Background: an optimization exercise with open tools, aiming at small area and a short achievable clock period. Do not read the settings as production practice.
RTL that was checked went through simulation tests only; none was proved equivalent to the original.
Power is estimated from default activity; no workload was simulated.

## gca_dlnv
module gca_dlnv(
    input [31:0]    coord0,
    input [31:0]    coord1,
    input           ld,
    input           step,
    input           CLK,
    output          FC,
    output [20:0]   ADDR
);
    wire [10:0] xs = coord0[10:0];
    wire [9:0]  ys = coord0[20:11];
    wire [10:0] x1 = coord1[10:0];
    wire [9:0]  y1 = coord1[20:11];
    reg  [10:0] x;
    reg  [9:0]  y;
    reg         sx, sy;      
    reg  [10:0] dx;          
    reg  [9:0]  dy;          
    reg  [11:0] q;           
    reg         xmaj_n;      
    reg  [11:0] h;           
    reg         eqx, eqy;    
    wire xmaj = q[11];
    wire [11:0] tx  = {1'b0, x1} + {1'b0, ~xs};
    wire [10:0] ty  = {1'b0, y1} + {1'b0, ~ys};
    wire [10:0] tx1 = x1 + ~xs + 11'd1;
    wire [9:0]  ty1 = y1 + ~ys + 10'd1;
    wire [10:0] adx = tx[11] ? tx1 : ~tx[10:0];
    wire [9:0]  ady = ty[10] ? ty1 : ~ty[9:0];
    wire [11:0] qn = {2'b0, dy} - {1'b0, dx};
    wire [11:0] h0 = q + (xmaj_n ? ~{3'b0, dy[9:1]} : {2'b0, dx[10:1]});
    wire gox = xmaj | h[11];         
    wire goy = xmaj_n | ~h[11];      
    wire both = gox & goy;
    wire [11:0] sa = xmaj ? {2'b0, dy} : ~{1'b0, dx};
    wire [11:0] hm = both ? q : sa;
    wire [11:0] hs = h + (hm & {12{step}}) + {11'd0, step & ~both & xmaj_n};
    wire mx = step & gox;
    wire my = step & goy;
    wire [10:0] wx = x ^ {11{sx}};
    wire [9:0]  wy = y ^ {10{sy}};
    wire [10:0] fx;
    wire [9:0]  fy;
    assign fx[0] = 1'b1;
    assign fy[0] = 1'b1;
    genvar i;
    generate
        for (i = 1; i < 11; i = i + 1) begin : gfx
            assign fx[i] = &wx[i-1:0];
        end
        for (i = 1; i < 10; i = i + 1) begin : gfy
            assign fy[i] = &wy[i-1:0];
        end
    endgenerate
    wire [10:0] ex = x ^ x1;
    wire [9:0]  ey = y ^ y1;
    wire eqx_hold = ~|ex;
    wire eqy_hold = ~|ey;
    wire eqx_step = ex == fx;
    wire eqy_step = ey == fy;
    assign ADDR = {y, x};
  ...
Size: roughly 740 cells after synthesis, about 5600 µm² of cells after synthesis.
==> flow/config.mk <==
export PLATFORM = sky130hd
export DESIGN_NAME = gca_dlnv
export DESIGN_NICKNAME = gca_dlnv
export VERILOG_FILES = /design/flow/design.v
export SDC_FILE = /design/flow/constraint.sdc
export NUM_CORES = 4
export LEC_CHECK = 0
export CAP_MARGIN = 20
export CORE_MARGIN = 2
export CORE_UTILIZATION = 40
export SETUP_SLACK_MARGIN = 2.2
export SLEW_MARGIN = 20
==> flow/constraint.sdc <==
create_clock -name core_clock -period 5.0 [get_ports {CLK}]
set_input_delay 1.0000 -clock core_clock [delete_from_list [all_inputs] [get_ports {CLK}]]
set_output_delay 1.0000 -clock core_clock [all_outputs]
set_load 0.01 [all_outputs]
standard.sh (not shown) runs the stock make flow with config.mk's settings and CLKGATE_MAP_FILE= SYNTH_SCRIPT=/design/flow/synth_recipe.tcl, a recipe that flattens the netlist after the stock synthesis.
==> flow/flow/run.sh <==
#!/bin/bash
# Own layout flow: the standard ORFS flow (standard.sh) with
#  - ORFS's full/half-adder extraction turned off, so ABC maps the adders
#  - a shorter ABC mapping script (structural choices, then delay mapping)
#  - plain buffers on the ports instead of the delay cells ORFS picks
#  - a clock tree with larger sink clusters and no dummy loads
set -euo pipefail
here=$(pwd)
rm -rf "$here/scripts_mod"
cp -r "$FLOW_HOME/scripts" "$here/scripts_mod"
cp "$here/flow/abc_speed.script" "$here/scripts_mod/abc_speed.script"
export SCRIPTS_DIR="$here/scripts_mod"
export ADDER_MAP_FILE=
export BUFFER_PORTS_ARGS="-buffer_cell sky130_fd_sc_hd__buf_1"
export CTS_ARGS="-sink_clustering_enable -repair_clock_nets -dont_use_dummy_load -sink_clustering_size 40 -sink_clustering_max_diameter 150 -buf_list {sky130_fd_sc_hd__clkbuf_4}"
bash standard.sh > standard.log 2>&1
==> flow/flow/abc_speed.script <==
&get -n
&st
&dch
&nf
&put
The first run ran to the end with no violations.
Edit:
Settings changed: SETUP_SLACK_MARGIN 2.2 to 2.0.
=> Die area stays the same. Wire length is lower by 1.3%. Final area came out lower by 2.8%. Final cell count drops by 0.50%. Core utilization goes down by 1.3 points. Via count is lower by 1.5%. First-iteration DRC count fell by 34%. Synthesized cell count does not change.
Edit:
Settings changed: CORE_UTILIZATION 40 to 30, SETUP_SLACK_MARGIN 2.0 to 2.2.
The changed run went through all stages and came out clean. Global-route usage fell by 4.3 points. Final cell count rose by 6.8%. Setup slack is better by 0.14 ns. Cell area rose by 4.6%. Non-clock buffer count rose by 13. Count of clock-buffer cells in the layout stays the same. Wire length rose by 5.9%.
Edit:
Settings changed: CORE_UTILIZATION 30 to 40, SETUP_SLACK_MARGIN 2.2 to 2.3.
Effect:
- The new run produced a clean layout
- die area falls by a quarter to a third
- worst hold slack improves by 0.029 ns
- total power goes up by a few percent
- worst setup slack improved by 0.052 ns
- cell area went up by a few percent
- sequential power goes down slightly
- non-clock buffer count came out higher by 11
- maximum frequency rises slightly
- critical path depth is higher by 2
- routed wire length rises by a few percent
Edit:
Settings changed: GPL_TIMING_DRIVEN from default to 1, SETUP_SLACK_MARGIN 2.3 to 2.2.
Effect: The new run passed the timing, DRC and antenna checks. Worst setup slack loses 0.074 ns. Routed wire length fell by 6.7%. Cell area fell by 3.8%. Area after synthesis does not change. Final cell count fell by about 2%. Clock power fell by about 4%.


gca_dlnv, a different RTL version from the one above (not shown whole).
Size in the first run: about 59 flip-flops, about 89 I/O pins, ~6400 sq um of cells after synthesis.
clock: 5.0 ns
lec_check: 0
cap_margin: 20
core_margin: 2
core_utilization: 40
cts_buf_list: sky130_fd_sc_hd__clkbuf_4 sky130_fd_sc_hd__clkbuf_8
setup_slack_margin: 2.3
slew_margin: 20
==> flow/flow/run.sh <==
#!/bin/bash
# Own layout flow: the standard ORFS flow (standard.sh) with
#  - ORFS's full/half-adder extraction turned off, so ABC maps the adders
#  - plain buffers on the ports instead of the delay cells ORFS picks
set -euo pipefail
export ADDER_MAP_FILE=
export BUFFER_PORTS_ARGS="-buffer_cell sky130_fd_sc_hd__buf_2"
bash standard.sh > standard.log 2>&1
The baseline produced a clean layout.
Next try:
CTS_BUF_LIST = unset   (was sky130_fd_sc_hd__clkbuf_4 sky130_fd_sc_hd__clkbuf_8)
SETUP_SLACK_MARGIN = unset   (was 2.3)
=> Via count shrinks by a little under a tenth. Critical path depth came out lower by 2. Register-to-register slack gets worse by 0.60 ns. Final cell count fell by a few percent. Utilization drops by 9.1 points. Fmax fell by about a fifth. Clock power increases by about a fifth. Synthesized cell count stays the same. Cell area went down by about a fifth. Clock skew hardly moves.
Function was not checked in any run of this note: the RTL went through the layout flow alone.

-- static timing again, ports no longer ideal --
No port has a modelled driver above. Below, the same layouts with a new extraction and two added sets of constraints. Step 1 sets driving cells, clkbuf_16 on the clock port and buf_2 on the other inputs (assumed; they add their load-dependent delay and slew). Step 2 moves the port delays by t, midway between the first and last clock arrival at a register: inputs arrive t later, outputs are due t later. That takes back most of the time a late clock gives input paths. a / b / c = ideal / step 1 / step 2; a / b = the first two.
run | t, ns | setup WS [ns] | worst slew at a driven data input, ns
the first run of note 1 | 0.454 | 2.285 / 2.285 / 1.844 | 0.04
the second run of note 1 | 0.455 | 2.161 / 2.157 / 1.736 | 0.04
the third run of note 1 | 0.474 | 2.306 / 2.306 / 1.867 | 0.05
the fourth run of note 1 | 0.461 | 2.358 / 2.368 / 1.908 | 0.03
the fifth run of note 1 | 0.454 | 2.285 / 2.285 / 1.844 | 0.04
the first run of note 2 | 0.401 | 1.675 / 1.671 / 1.269 | 0.06
the second run of note 2 | 0.378 | 1.079 / 1.081 / 0.716 | 0.04
After both steps every run listed still meets setup and hold. The setup slack of the fourth run of note 1, which loses most, moves by +0.010 ns with the drivers and by -0.450 ns with both steps.
